Source: an optimization exercise on an open RTL-to-GDS flow (aim: small area, a short achievable clock period and few clock cycles). Production flows keep margins and buffers that such runs may drop. At most, simulation tests tie the RTL to the original design; equivalence was not proved. No functional check of the RTL was part of runs 2 and 3.

==> flow/design.v (outline; a module is shown in full before it is edited, if it fits) <==
// module csa_fa: 10 lines
// module csa_ha: 9 lines
// module add_sk: 32 lines
// module sub16: 41 lines
// module complex_adder_subtractor: 18 lines
// module pp_nor: 7 lines
// module complex_multiplier: 1897 lines
// module complex_mean_square: 92 lines
module complex_mean_square (
    input wire i_clk,
    input wire i_arst,
    input wire i_en,
    input wire [2:0] i_log2_samples,
    input wire        i_valid,
    input wire [31:0] i_y,
    input wire [31:0] i_y_hat,
    output reg        o_valid,
    output reg [63:0] o_data
);
  // ...
==> flow/flow/run.sh <==
#!/bin/bash
# The standard layout, with timing repair aimed at a shorter period than the
# clock's: the constraints are unchanged, repair_timing gets a setup margin
# and may resize cells to other footprints; the ports get plain buffers.
set -euo pipefail
bash standard.sh SETUP_SLACK_MARGIN=9.5 MATCH_CELL_FOOTPRINT=0 \
  "BUFFER_PORTS_ARGS=-buffer_cell sky130_fd_sc_hd__buf_2" finish > standard_flow.log 2>&1
==> flow/standard.sh <==
#!/bin/bash
# synth_recipe.tcl (not shown) runs the flow's synth.tcl, then flattens the netlist and writes it again
# the make line also repeats each setting of config.mk as NAME=value (left out here)
make -C /OpenROAD-flow-scripts/flow DESIGN_CONFIG=/design/flow/config.mk WORK_HOME=/design/flow/orfs CLKGATE_MAP_FILE= SYNTH_SCRIPT=/design/flow/synth_recipe.tcl "${@:-finish}"
==> flow/config.mk <==
export PLATFORM = sky130hd
export DESIGN_NAME = complex_mean_square
export DESIGN_NICKNAME = complex_mean_square
export VERILOG_FILES = /design/flow/design.v
export SDC_FILE = /design/flow/constraint.sdc
export NUM_CORES = 4
export LEC_CHECK = 0
export CAP_MARGIN = 20
export CORE_MARGIN = 2
export CORE_UTILIZATION = 60
export CTS_CLUSTER_DIAMETER = 60
export CTS_CLUSTER_SIZE = 40
export SLEW_MARGIN = 20
export SYNTH_HIERARCHICAL = 1
export SYNTH_MINIMUM_KEEP_SIZE = 0
==> flow/constraint.sdc <==
create_clock -name core_clock -period 13.5 [get_ports {i_clk}]
set_input_delay 2.7000 -clock core_clock [delete_from_list [all_inputs] [get_ports {i_clk}]]
set_output_delay 2.7000 -clock core_clock [all_outputs]
set_load 0.01 [all_outputs]
==> insert_results.sql, run 1 <==
INSERT INTO impl_metrics (metric_group, metric, value, unit) VALUES
('run_status', 'run_status', 'timing/DRC/antenna clean', ''),
('timing', 'final-hold-violation-count', '0', ''),
('timing', 'setup-tns-final', '0', 'ps'),
('floorplanning', 'die_h', '210.3', 'um'),
('timing', 'worst_hold_slack', '360.3', 'ps'),
('routing', 'detail-route-antenna-nets', '0', ''),
('clocking', 'clkTransAtPathRegs', '70', 'ps'),
('clocking', 'cts_bufs_inserted', '27', ''),
('timing', 'fin_crit_sh', '0.2911', ''),
('critical_path', 'critical_path.endpoint', 'o_data[28]', ''),
('logic_synthesis', 'synth-seq-area-share', '0.1906', ''),
('floorplanning', 'core_area', '41950', 'sq um'),
('clocking', 'clock_insertion_delay_worst_skew', '560', 'ps'),
('logic_synthesis', 'synth_area_per_cell', '10.17', 'sq um'),
('routing', 'vias_per_cell', '5.817', ''),
('logic_synthesis', 'yosys.area_share.xor_xnor', '0.02608', ''),
('critical_path', 'arrival_time_at_the_worst_endpoint', '4390', 'ps'),
('global_route', 'initial_antenna_violation_count', '0', ''),
('cells_and_area', 'antennaDiodeCount', '0', ''),
('timing', 'tightestPinTransition', '926.4', 'ps'),
('global_route', 'grt_util_met2', '0.5169', ''),
('cells_and_area', 'final-nonclk-buf-share', '0.04517', ''),
('timing', 'report.final.setup_viol', '0', ''),
('clocking', 'post-cts-setup-buffer-count', '2', ''),
('critical_path', 'critical_path_cell_count', '13', ''),
('clocking', 'clock_tree.root_cell', 'clkbuf_16', '');
Testbench counts, summed over its fixed seeds: cycles 15,043.
==> module add_sk, before the edit <==
module add_sk #(
    parameter W = 32,
    parameter L = 5         
) (
    input  [W-1:0] a,
    input  [W-1:0] b,
    input          ci,
    output [W-1:0] s
);
    wire [W-1:0] p = a ^ b;
    wire [W-1:0] g = a & b;
    wire [W-1:0] gg [0:L];
    wire [W-1:0] pp [0:L];
    assign gg[0] = {g[W-1:1], g[0] | p[0] & ci};
    assign pp[0] = p;
    genvar l, i;
    generate
        for (l = 0; l < L; l = l + 1) begin : lv
            for (i = 0; i < W; i = i + 1) begin : bt
                if ((i >> l) & 1) begin
                    localparam integer J = ((i >> l) << l) - 1;
                    assign gg[l+1][i] = gg[l][i] | pp[l][i] & gg[l][J];
                    assign pp[l+1][i] = pp[l][i] & pp[l][J];
                end else begin
                    assign gg[l+1][i] = gg[l][i];
                    assign pp[l+1][i] = pp[l][i];
                end
            end
        end
    endgenerate
    assign s = p ^ {gg[L][W-2:0], ci};
endmodule
==> module complex_mean_square, before the edit <==
module complex_mean_square (
    input wire i_clk,
    input wire i_arst,
    input wire i_en,
    input wire [2:0] i_log2_samples,
    input wire        i_valid,
    input wire [31:0] i_y,
    input wire [31:0] i_y_hat,
    output reg        o_valid,
    output reg [63:0] o_data
);
    reg        busy_r;       
    reg        skip_r;       
    reg        take_en_r;    
    reg  [6:0] cnt_r;        
    reg  [2:0] k_r;          
    reg        last1_r, last2_r;
    wire       start = ~busy_r & i_en;
    wire       take  = take_en_r & i_valid;
    wire [6:0] n_m1  = ~(7'h7f << k_r);
    wire       last  = take & (cnt_r == n_m1);
    always @(posedge i_clk or posedge i_arst) begin
        if (i_arst) begin
            busy_r    <= 1'b0;
            skip_r    <= 1'b0;
            take_en_r <= 1'b0;
            last1_r   <= 1'b0;
            last2_r   <= 1'b0;
            o_valid   <= 1'b0;
        end else begin
            if (start) begin
                busy_r <= 1'b1;
                skip_r <= 1'b1;
            end
            if (skip_r) begin
                skip_r    <= 1'b0;
                take_en_r <= 1'b1;
            end
            if (last)
                take_en_r <= 1'b0;
            last1_r <= last;
            last2_r <= last1_r;
            o_valid <= last2_r;
            if (last2_r)
                busy_r <= 1'b0;
        end
    end
    always @(posedge i_clk) begin
        if (start) begin
            k_r   <= i_log2_samples;
            cnt_r <= 7'd0;
        end else if (take) begin
            cnt_r <= cnt_r + 7'd1;
        end
    end
    wire [15:0] diff_re, diff_im;
    sub16 sub_re (.a(i_y[15:0]),  .b(i_y_hat[15:0]),  .d(diff_re));
    sub16 sub_im (.a(i_y[31:16]), .b(i_y_hat[31:16]), .d(diff_im));
    reg [31:0] nd1_r;
    always @(posedge i_clk)
        nd1_r <= take ? ~{diff_im, diff_re} : 32'hffffffff;
    wire [31:0] re_s, re_c, im_s, im_c;
    complex_multiplier cpow_calculator (
        .na(nd1_r),
        .re_s(re_s), .re_c(re_c), .im_s(im_s), .im_c(im_c)
    );
    reg [31:0] re_s2_r, re_c2_r, im_s2_r, im_c2_r;
    always @(posedge i_clk) begin
        re_s2_r <= re_s;
        re_c2_r <= re_c;
        im_s2_r <= im_s;
        im_c2_r <= im_c;
    end
    wire [31:0] cs_re_s, cs_re_c, cs_im_s, cs_im_c;
    genvar gi;
    generate
        for (gi = 0; gi < 32; gi = gi + 1) begin : g_csa
            csa_fa fa_re (.a(o_data[gi]), .b(re_s2_r[gi]), .c(re_c2_r[gi]),
                          .s(cs_re_s[gi]), .co(cs_re_c[gi]));
            csa_fa fa_im (.a(o_data[32+gi]), .b(im_s2_r[gi]), .c(im_c2_r[gi]),
                          .s(cs_im_s[gi]), .co(cs_im_c[gi]));
        end
    endgenerate
    wire [31:0] sum_re, sum_im;
    add_sk #(.W(32)) add_re (.a(cs_re_s), .b({cs_re_c[30:0], 1'b0}), .ci(1'b0), .s(sum_re));
    add_sk #(.W(32)) add_im (.a(cs_im_s), .b({cs_im_c[30:0], 1'b0}), .ci(1'b0), .s(sum_im));
    wire [2:0]  sh     = last2_r ? k_r : 3'd0;
    wire [31:0] res_re = $signed(sum_re) >>> sh;
    wire [31:0] res_im = $signed(sum_im) >>> sh;
    always @(posedge i_clk)
        o_data <= busy_r ? {res_im, res_re} : 64'd0;
endmodule
==> inputs of run 2 (changes only) <==
--- a/flow/design.v
+++ b/flow/design.v
@@ -19,6 +19,5 @@
 endmodule
 module add_sk #(
-    parameter W = 32,
-    parameter L = 5         
+    parameter W = 32
 ) (
     input  [W-1:0] a,
@@ -27,4 +26,5 @@
     output [W-1:0] s
 );
+    localparam L = $clog2(W);
     wire [W-1:0] p = a ^ b;
     wire [W-1:0] g = a & b;
@@ -50,45 +50,4 @@
     assign s = p ^ {gg[L][W-2:0], ci};
 endmodule
-module sub16 (
-    input  [15:0] a,
-    input  [15:0] b,
-    output [15:0] d
-);
-    wire [15:0] nb = ~b;
-    wire [15:0] p  = a ^ nb;
-    wire [15:0] g  = {a[15:1] & nb[15:1], a[0] | nb[0]};
-    wire [15:0] g1, p1, g2, p2, g3, p3, g4;
-    genvar i;
-    generate
-        for (i = 0; i < 16; i = i + 1) begin : l
-            if (i >= 1) begin
-                assign g1[i] = g[i] | p[i] & g[i-1];
-                assign p1[i] = p[i] & p[i-1];
-            end else begin
-                assign g1[i] = g[i];
-                assign p1[i] = p[i];
-            end
-            if (i >= 2) begin
-                assign g2[i] = g1[i] | p1[i] & g1[i-2];
-                assign p2[i] = p1[i] & p1[i-2];
-            end else begin
-                assign g2[i] = g1[i];
-                assign p2[i] = p1[i];
-            end
-            if (i >= 4) begin
-                assign g3[i] = g2[i] | p2[i] & g2[i-4];
-                assign p3[i] = p2[i] & p2[i-4];
-            end else begin
-                assign g3[i] = g2[i];
-                assign p3[i] = p2[i];
-            end
-            if (i >= 8)
-                assign g4[i] = g3[i] | p3[i] & g3[i-8];
-            else
-                assign g4[i] = g3[i];
-        end
-    endgenerate
-    assign d = p ^ {g4[14:0], 1'b1};
-endmodule
 module complex_adder_subtractor #(
     parameter WIDTH=32
@@ -116,4 +75,14 @@
     assign y = ~(a | b);
 endmodule
+module pp_booth (
+    input  a,
+    input  b,
+    input  c,
+    input  d,
+    input  e,
+    output y
+);
+    assign y = ((a & ~d) | (b & ~e)) ^ c;
+endmodule
 module complex_multiplier (
     input  [31:0] na,
@@ -2069,6 +2038,6 @@
     end
     wire [15:0] diff_re, diff_im;
-    sub16 sub_re (.a(i_y[15:0]),  .b(i_y_hat[15:0]),  .d(diff_re));
-    sub16 sub_im (.a(i_y[31:16]), .b(i_y_hat[31:16]), .d(diff_im));
+    add_sk #(.W(16)) sub_re (.a(i_y[15:0]),  .b(~i_y_hat[15:0]),  .ci(1'b1), .s(diff_re));
+    add_sk #(.W(16)) sub_im (.a(i_y[31:16]), .b(~i_y_hat[31:16]), .ci(1'b1), .s(diff_im));
     reg [31:0] nd1_r;
     always @(posedge i_clk)
--- a/flow/config.mk
+++ b/flow/config.mk
@@ -8,7 +8,5 @@
 export CAP_MARGIN = 20
 export CORE_MARGIN = 2
-export CORE_UTILIZATION = 60
-export CTS_CLUSTER_DIAMETER = 60
-export CTS_CLUSTER_SIZE = 40
+export CORE_UTILIZATION = 40
 export SLEW_MARGIN = 20
 export SYNTH_HIERARCHICAL = 1
==> insert_results.sql, run 2 <==
INSERT INTO impl_metrics (metric_group, metric, value, unit) VALUES
('timing', 'tightestPinTransition', '979.8', 'ps'),
('global_route', 'grt_start_max_net_pins', '66', ''),
('floorplanning', 'placement_rows', '92', ''),
('critical_path', 'endpoint_kind', 'flip-flop', ''),
('place', 'place_congestion', '0.8058', ''),
('logic_synthesis', 'main_area_contributors_after_synthesis', 'fa_1 (39%), dfxtp_1 (18%), nor2_1 (7.9%), ha_1 (6.1%), mux4_2 (5.2%)', ''),
('routing', 'routed_wire_length_per_instance', '18.79', 'um'),
('timing', 'clock.fmax', '231.9', 'MHz'),
('clocking', 'cts_num_sinks', '240', ''),
('routing', 'routed-via-count', '17680', ''),
('logic_synthesis', 'async_reset_ff_frac', '0.02500', ''),
('logic_synthesis', 'post-synth-top-count-cell', 'nor2_1', ''),
('worst_hold_path', 'worst_hold_path_type', 'reg2reg', ''),
('routing', 'detail-route-antenna-nets', '0', ''),
('logic_synthesis', 'netlist.area_leader.share', '0.3918', ''),
('critical_path', 'reg2reg_depth', '10', ''),
('logic_synthesis', 'post_synth_num_cell_types', '62', ''),
('logic_synthesis', 'synth-seq-area-share', '0.1923', ''),
('routing', 'routed.top_layer', 'met4', ''),
('global_route', 'groute.usage.overall', '0.1994', ''),
('floorplanning', 'dieWidth', '255.5', 'um'),
('critical_path', 'setup.reg_to_reg.worst_slack', '9310', 'ps'),
('logic_synthesis', 'synthFlopType', 'dfxtp_1', ''),
('cells_and_area', 'final_cell_mix', 'nor2_1 (524), fa_1 (484), inv_1 (299)', ''),
('floorplanning', 'die_area', '65260', 'sq um'),
('critical_path', 'timing.critical_path.required', '13950', 'ps'),
('clocking', 'cts_bufs_inserted', '29', ''),
('routing', 'wl', '64030', 'um'),
('global_route', 'grt_first_pass_wirelength', '104200', 'um'),
('critical_path', 'r2r-end', 're_c2_r[19]', ''),
('clocking', 'clockBufferDepth', '3', ''),
('routing', 'dr.first_iter.drc_count', '1195', ''),
('cells_and_area', 'antennaDiodeCount', '0', ''),
('critical_path', 'worst_reg2reg_startpoint', 'nd1_r[19]', ''),
('global_route', 'initial_antenna_violation_count', '0', ''),
('global_route', 'grt_pass1_vias', '19860', ''),
('logic_synthesis', 'yosys_register_bits', '240', ''),
('timing', 'timing.final.max_slew_violations', '0', ''),
('run_status', 'run_status', 'timing/DRC/antenna clean', ''),
('routing', 'detailroute.wirelength.met3', '3706', 'um'),
('logic_synthesis', 'synth_area', '25290', 'sq um'),
('clocking', 'cts_tree', 'yes', ''),
('floorplanning', 'initial_core_util', '0.4025', ''),
('timing', 'report.final.setup_viol', '0', ''),
('cells_and_area', 'top_register', 'o_data', ''),
('timing', 'fin_crit_sh', '0.3194', ''),
('worst_hold_path', 'min_from', 'last1_r', ''),
('routing', 'drt-met1-wl', '25450', 'um'),
('timing', 'setup-tns-final', '0', 'ps'),
('logic_synthesis', 'netlist_instances', '2464', ''),
('floorplanning', 'floorplan.io_pins', '136', ''),
('logic_synthesis', 'number_of_enable_type_register_cells_in_the_synthesized_netlist', '3', ''),
('critical_path', 'criticalPathCategory', 'in2reg', ''),
('timing', 'final-hold-violation-count', '0', ''),
('logic_synthesis', 'synth_common_cells', 'nor2_1 (532), fa_1 (495), inv_1 (308)', ''),
('critical_path', 'crit_fanout', '3', ''),
('place', 'dpl.hpwl', '44420', 'um'),
('timing', 'timing.clock.skew', '9.601', 'ps'),
('logic_synthesis', 'synth_area_per_cell', '10.27', 'sq um'),
('critical_path', 'arrival_time_at_the_worst_endpoint', '4760', 'ps'),
('timing', 'fin_crit', '4312', 'ps'),
('floorplanning', 'die_h', '255.5', 'um'),
('cells_and_area', 'syn_to_final_growth', '10.45', '%'),
('clocking', 'clock_tree.root_cell', 'clkbuf_16', ''),
('cells_and_area', 'design.final.nets', '3230', ''),
('clocking', 'cts_htree_levels', '1', ''),
('cells_and_area', 'final_layout_size_suffix_gt1_frac', '0.1597', ''),
('routing', 'drt_first_pass_iters', '5', ''),
('routing', 'drc_violation_count_after_routing', '0', ''),
('routing', 'vias_per_cell', '5.189', ''),
('clocking', 'clock_insertion_delay_worst_skew', '570', 'ps'),
('timing', 'worst_slew_margin_rel', '0.3468', ''),
('timing', 'worst_hold_slack', '350.3', 'ps'),
('logic_synthesis', 'synthesis.yosys.warnings', '9', ''),
('worst_hold_path', 'hold_end', 'last2_r', ''),
('clocking', 'clkTransAtPathRegs', '60', 'ps'),
('logic_synthesis', 'synth_top_cell_by_area', 'fa_1', ''),
('worst_hold_path', 'hold_path_depth', '0', ''),
('floorplanning', 'core_area', '62850', 'sq um'),
('place', 'io_buffer_count', '135', ''),
('cells_and_area', 'largest_register_ffs', '64', ''),
('cells_and_area', 'layout.cells.most_common', 'nor2_1', ''),
('routing', 'met2_wirelength', '32960', 'um'),
('global_route', 'globalRoute.totalOverflow', '0', ''),
('critical_path', 'critical_path_start_type', 'input pin', ''),
('timing', 'rsz0062_at_grt', 'yes', ''),
('run', 'drv_cap', '0', '');
## run 2: cell types whose count changed after synthesis, sizes merged, moves of 6 or more
| cell | before | now |
|---|---|---|
| a21oi | 56 | 46 |
| nor3 | 15 | 9 |
| nand2 | 195 | 177 |
| buf | 131 | 124 |
| fa | 487 | 495 |
| nor2 | 544 | 532 |
| inv | 288 | 310 |
| xnor2 | 51 | 45 |
## run 2: worst max-delay path, stage by stage
cell	delay (ps)
buf_8	90
clkinv_8	40
clkinv_4	30
fa_2	180
inv_2	40
fa_2	340
a211oi_2	220
buf_4	150
buf_6	90
nor3_4	40
or4_1	500
a21oi_2	150
xnor2_1	130
nand2_1	60
## run 2: layout make-up
class                   instances  area, sq um
fillers                      5986        34910
well taps                     846         1059
repair buffers                181         1180
flip-flops and latches        240         4943
multi-input cells            1779        18580
clock inverters                17        193.9
clock buffers                  34        784.5
inverters                     310         1201
## run 2: routing by layer
metal,GRT usage,up-vias
met5,0,-
met4,0.05815,0
met3,0.02748,115
met2,0.3565,601
met1,0.2510,9173
li1,-,7791
## run 2: worst max-delay path by stage
stage | from | to | cells past startpoint
2_1_floorplan | i_y_hat[16] | nd1_r[24] | 13
3_3_place_gp | i_y_hat[16] | nd1_r[24] | 14
3_5_place_dp | i_y_hat[16] | nd1_r[24] | 14
4_1_cts | i_y_hat[16] | nd1_r[24] | 14
5_1_grt | i_y_hat[16] | nd1_r[24] | 14
6_report | i_y_hat[0] | nd1_r[10] | 14
## run 2: timing repair
| action | in CTS | in global routing |
|---|---|---|
| pin swaps | 28 | 31 |
| resized for setup | 48 | 31 |
| endpoints found under the setup margin | 59 | 88 |
| cloned | 0 | 0 |
| setup buffers | 20 | 11 |
| hold buffers | 0 | 0 |
## run 2: per-module statistics from Yosys (local to each module, per instance), excerpt
module | times used | cells inside | area, sq um
csa_ha | 18 | 1 | 12.51
complex_multiplier | 1 | 336 | 1812
pp_nor | 496 | 1 | 3.754
csa_fa | 473 | 1 | 20.02
complex_mean_square | 1 | 657 | 7978
## run 2: cell families after synthesis
logic type | share of synthesized area
AO/OA/AOI/OAI | 0.06628
XOR/XNOR | 0.02562
adder cells (fa/ha/maj) | 0.4526
buffers and inverters | 0.08360
flip-flops | 0.1923
multiplexers | 0.05283
other | 0.0005934
AND/OR/NAND/NOR | 0.1261
## run 2: per-stage QoR
step / worst slack (ps) / instance area (sq um) / util / instances
final: 9188 / 27940 / 0.4445 / 3407
after global routing: 9089 / 27940 / 0.4445 / 3407
after CTS: 9058 / 27720 / 0.4410 / 3396
after detailed placement: 8442 / 26330 / 0.4190 / 3325
after global placement: 8460 / 26330 / 0.4190 / 3325
after floorplan: 8822 / 25400 / - / 2470
==> inputs of run 3 (changes only) <==
--- a/flow/flow/run.sh
+++ b/flow/flow/run.sh
@@ -4,4 +4,4 @@
 # and may resize cells to other footprints; the ports get plain buffers.
 set -euo pipefail
-bash standard.sh SETUP_SLACK_MARGIN=9.5 MATCH_CELL_FOOTPRINT=0 \
+bash standard.sh SETUP_SLACK_MARGIN=9.7 MATCH_CELL_FOOTPRINT=0 \
   "BUFFER_PORTS_ARGS=-buffer_cell sky130_fd_sc_hd__buf_2" finish > standard_flow.log 2>&1
==> insert_results.sql, run 3 <==
INSERT INTO impl_metrics (metric_group, metric, value, unit) VALUES
('critical_path', 'criticalPathCategory', 'in2reg', ''),
('global_route', 'initial_antenna_violation_count', '0', ''),
('run', 'drv_cap', '0', ''),
('global_route', 'grt_first_pass_wirelength', '108700', 'um'),
('clocking', 'ctsHoldBuffers', '0', ''),
('worst_hold_path', 'worst_hold_path_type', 'reg2reg', ''),
('critical_path', 'critical_path_start_type', 'input pin', ''),
('logic_synthesis', 'async_reset_ff_frac', '0.02500', ''),
('routing', 'detailroute.wirelength.met3', '4954', 'um'),
('logic_synthesis', 'synth_area', '25290', 'sq um'),
('cells_and_area', 'final_cell_mix', 'nor2_1 (519), fa_1 (479), inv_1 (298)', ''),
('routing', 'drt-met1-wl', '26710', 'um'),
('cells_and_area', 'syn_to_final_growth', '18.99', '%'),
('critical_path', 'setup.reg_to_reg.worst_slack', '9710', 'ps'),
('place', 'place_area', '26350', 'sq um'),
('critical_path', 'cpPeakStageDelay', '440', 'ps'),
('cells_and_area', 'design.final.nets', '3329', ''),
('cells_and_area', 'largest_register_ffs', '64', ''),
('logic_synthesis', 'post_synthesis_share_of_cell_area_spent_on_and_or_nand_and_nor_gates', '0.1261', ''),
('routing', 'vias_per_cell', '5.243', ''),
('clocking', 'clock_insertion_delay_worst_skew', '590', 'ps'),
('worst_hold_path', 'hold_end', 'last2_r', ''),
('worst_hold_path', 'min_from', 'last1_r', ''),
('global_route', 'globalRoute.totalOverflow', '0', ''),
('critical_path', 'worstPathCellList', 'buf_8, clkinv_8, clkinv_4, fa_2, inv_2, fa_2, a211oi_4, o21ai_2, and2_4, o21a_1, nor2_2, fa_2, inv_1, nand2_1', ''),
('cells_and_area', 'layout.cell_area.non_filler', '30100', 'sq um'),
('critical_path', 'reg2reg_depth', '15', ''),
('logic_synthesis', 'synth_mux_area_frac', '0.05283', ''),
('logic_synthesis', 'synth_top_cell_by_area', 'fa_1', ''),
('floorplanning', 'die_h', '255.5', 'um'),
('logic_synthesis', 'synthFlopType', 'dfxtp_1', ''),
('logic_synthesis', 'post_synth_fa_ha_maj_area_fraction', '0.4526', ''),
('routing', 'detail-route-antenna-nets', '0', ''),
('critical_path', 'critical-path-top-cell-by-count', 'fa_2', ''),
('timing', 'report.final.setup_viol', '0', ''),
('logic_synthesis', 'combinational_family_with_the_most_area_after_synthesis', 'adder cells', ''),
('routing', 'wl', '70030', 'um'),
('global_route', 'grt_start_max_net_pins', '66', ''),
('floorplanning', 'dieWidth', '255.5', 'um'),
('critical_path', 'r2r-end', 'o_data[27]', ''),
('clocking', 'clockBufferDepth', '3', ''),
('floorplanning', 'placement_rows', '92', ''),
('logic_synthesis', 'main_area_contributors_after_synthesis', 'fa_1 (39%), dfxtp_1 (18%), nor2_1 (7.9%), ha_1 (6.1%), mux4_2 (5.2%)', ''),
('cells_and_area', 'register_area', '5139', 'sq um'),
('logic_synthesis', 'netlist_instances', '2464', ''),
('routing', 'routed_wire_length_per_instance', '19.96', 'um'),
('timing', 'timing.clock.skew', '12.51', 'ps'),
('cells_and_area', 'top_register', 'o_data', ''),
('routing', 'met2_wirelength', '35490', 'um'),
('critical_path', 'worst_reg2reg_startpoint', 'o_data[2]', ''),
('cells_and_area', 'fillcell_total', '5774', ''),
('place', 'dpl.hpwl', '44560', 'um'),
('timing', 'worst_slew_margin_rel', '0.3610', ''),
('routing', 'drc_violation_count_after_routing', '0', ''),
('timing', 'rsz0062_at_grt', 'yes', ''),
('routing', 'drt_first_pass_iters', '5', ''),
('critical_path', 'worst_setup_path_startpoint', 'i_y_hat[16]', ''),
('logic_synthesis', 'yosys.area_share.xor_xnor', '0.02562', ''),
('floorplanning', 'die_area', '65260', 'sq um'),
('critical_path', 'timing.critical_path.required', '13960', 'ps'),
('critical_path', 'arrival_time_at_the_worst_endpoint', '4830', 'ps'),
('clocking', 'cts_bufs_inserted', '30', ''),
('logic_synthesis', 'number_of_enable_type_register_cells_in_the_synthesized_netlist', '3', ''),
('place', 'io_buffer_count', '135', ''),
('logic_synthesis', 'post-synth-top-count-cell', 'nor2_1', ''),
('clocking', 'cts_num_sinks', '240', ''),
('timing', 'final-hold-violation-count', '0', ''),
('logic_synthesis', 'synth_common_cells', 'nor2_1 (532), fa_1 (495), inv_1 (308)', ''),
('logic_synthesis', 'synth-seq-area-share', '0.1923', ''),
('logic_synthesis', 'synth_compound_area_frac', '0.06628', ''),
('clocking', 'cts_tree', 'yes', ''),
('timing', 'fin_crit', '4376', 'ps'),
('logic_synthesis', 'yosys_register_bits', '240', ''),
('logic_synthesis', 'netlist.area_leader.share', '0.3918', ''),
('routing', 'dr.first_iter.drc_count', '1438', ''),
('logic_synthesis', 'post_synth_num_cell_types', '62', ''),
('run_status', 'run_status', 'timing/DRC/antenna clean', ''),
('logic_synthesis', 'synth_area_per_cell', '10.27', 'sq um'),
('clocking', 'cts_htree_levels', '1', ''),
('timing', 'setup-tns-final', '0', 'ps'),
('critical_path', 'critical_path.slowest_cell', 'fa_2', ''),
('critical_path', 'endpoint_kind', 'flip-flop', ''),
('cells_and_area', 'antennaDiodeCount', '0', ''),
('routing', 'routed.top_layer', 'met4', ''),
('floorplanning', 'floorplan.io_pins', '136', ''),
('timing', 'clock.fmax', '228.5', 'MHz'),
('critical_path', 'crit_fanout', '2', ''),
('timing', 'timing.final.max_slew_violations', '0', ''),
('global_route', 'groute.usage.overall', '0.2111', ''),
('floorplanning', 'core_area', '62850', 'sq um'),
('cells_and_area', 'layout.cells.most_common', 'nor2_1', ''),
('cells_and_area', 'final_layout_size_suffix_gt1_frac', '0.2370', ''),
('routing', 'routed-via-count', '18390', ''),
('logic_synthesis', 'synthesis.yosys.warnings', '9', ''),
('timing', 'tightestPinTransition', '958.6', 'ps'),
('worst_hold_path', 'hold_path_depth', '0', ''),
('clocking', 'clkTransAtPathRegs', '60', 'ps'),
('critical_path', 'critical_path.top_delay_family', 'adder cells', ''),
('timing', 'fin_crit_sh', '0.3241', ''),
('place', 'place_congestion', '0.8093', ''),
('cells_and_area', 'multiInputGateArea', '18970', 'sq um'),
('floorplanning', 'initial_core_util', '0.4025', ''),
('critical_path', 'cp_num_buf_inv', '5', ''),
('global_route', 'grt_pass1_vias', '20140', ''),
('clocking', 'clock_tree.root_cell', 'clkbuf_16', '');
## run 3: cell counts after synthesis
Identical to the previous run, type by type.
## run 3: cells by family after synthesis
logic type	Yosys count
other cells	4
mux	61
xor+xnor	74
simple gates	792
flops	240
buf+inv	451
fa+ha+maj	618
compound gates	224
## run 3: final cells by class
type,count,area share
Multi-Input combinational cell,1779,0.6302
Tap cell,846,0.03517
Clock buffer,45,0.02985
Timing Repair Buffer,279,0.09066
Clock inverter,9,0.003450
Inverter,310,0.03991
Sequential cell,240,0.1707
## run 3: worst max-delay path by stage
stage,endpoint,depth (start not counted),slack [ps]
after detailed placement,nd1_r[24],14,8400
after CTS,nd1_r[24],14,9030
after global placement,nd1_r[24],14,8460
final,nd1_r[24],14,9120
after floorplan,nd1_r[24],13,8820
after global routing,nd1_r[8],14,9050
## run 3: per-stage QoR
step	util	hold slack [ps]	std cells	setup WS, ps
2_1_floorplan	-	331.2	2470	8822
3_3_place_gp	0.4193	333.1	3327	8464
3_5_place_dp	0.4193	345.7	3327	8397
4_1_cts	0.4609	359.6	3454	9030
5_1_grt	0.4789	365.1	3508	9048
6_report	0.4789	359.4	3508	9124
## run 3: Yosys stat by module, one instance, submodules excluded, excerpt
module	flops+latches	cells	cell area, sq um
pp_nor	0	1	3.754
csa_ha	0	1	12.51
complex_mean_square	240	657	7978
csa_fa	0	1	20.02
complex_multiplier	0	336	1812
## run 3: metal layers
| metal | up-vias | track usage |
|---|---|---|
| met5 | - | 0 |
| met4 | 0 | 0.07619 |
| met3 | 163 | 0.03591 |
| met2 | 656 | 0.3717 |
| met1 | 9555 | 0.2605 |
| li1 | 8017 | - |
## run 3: repair_timing
item	4_1_cts	5_1_grt
gates resized for setup	240	118
pin swaps	49	70
buffers inserted	70	52
setup endpoints to repair	161	142
cloned	3	2

==> port drivers added, routing unchanged <==
The results above use ideal ports. As a check the final layouts listed here were re-extracted and re-timed, cells and wires unchanged. Step 1 (the two cells are an assumption about what drives the block):
set clk [get_ports {i_clk}]
set_driving_cell -lib_cell sky130_fd_sc_hd__clkbuf_16 $clk
set_driving_cell -lib_cell sky130_fd_sc_hd__buf_2 [delete_from_list [all_inputs] $clk]
Step 2, shift: input delay + t, output delay - t, t = (earliest + latest rising clock arrival at the registers) / 2. This alone moves slack from input paths to output paths. Slacks: no drivers / after step 1 / after step 2; pairs: no drivers / after step 1.
| run | shift t [ns] | setup slack, ns | worst data-port slew with drivers (ns) | cell pins on the clock port's net |
|---|---|---|---|---|
| run 1 | 0.615 | 9.570 / 9.551 / 9.003 | 0.04 | 1 |
| run 2 | 0.625 | 9.188 / 9.176 / 8.550 | 0.07 | 1 |
| run 3 | 0.639 | 9.124 / 9.124 / 8.486 | 0.06 | 1 |
After both steps every run listed still meets setup and hold.
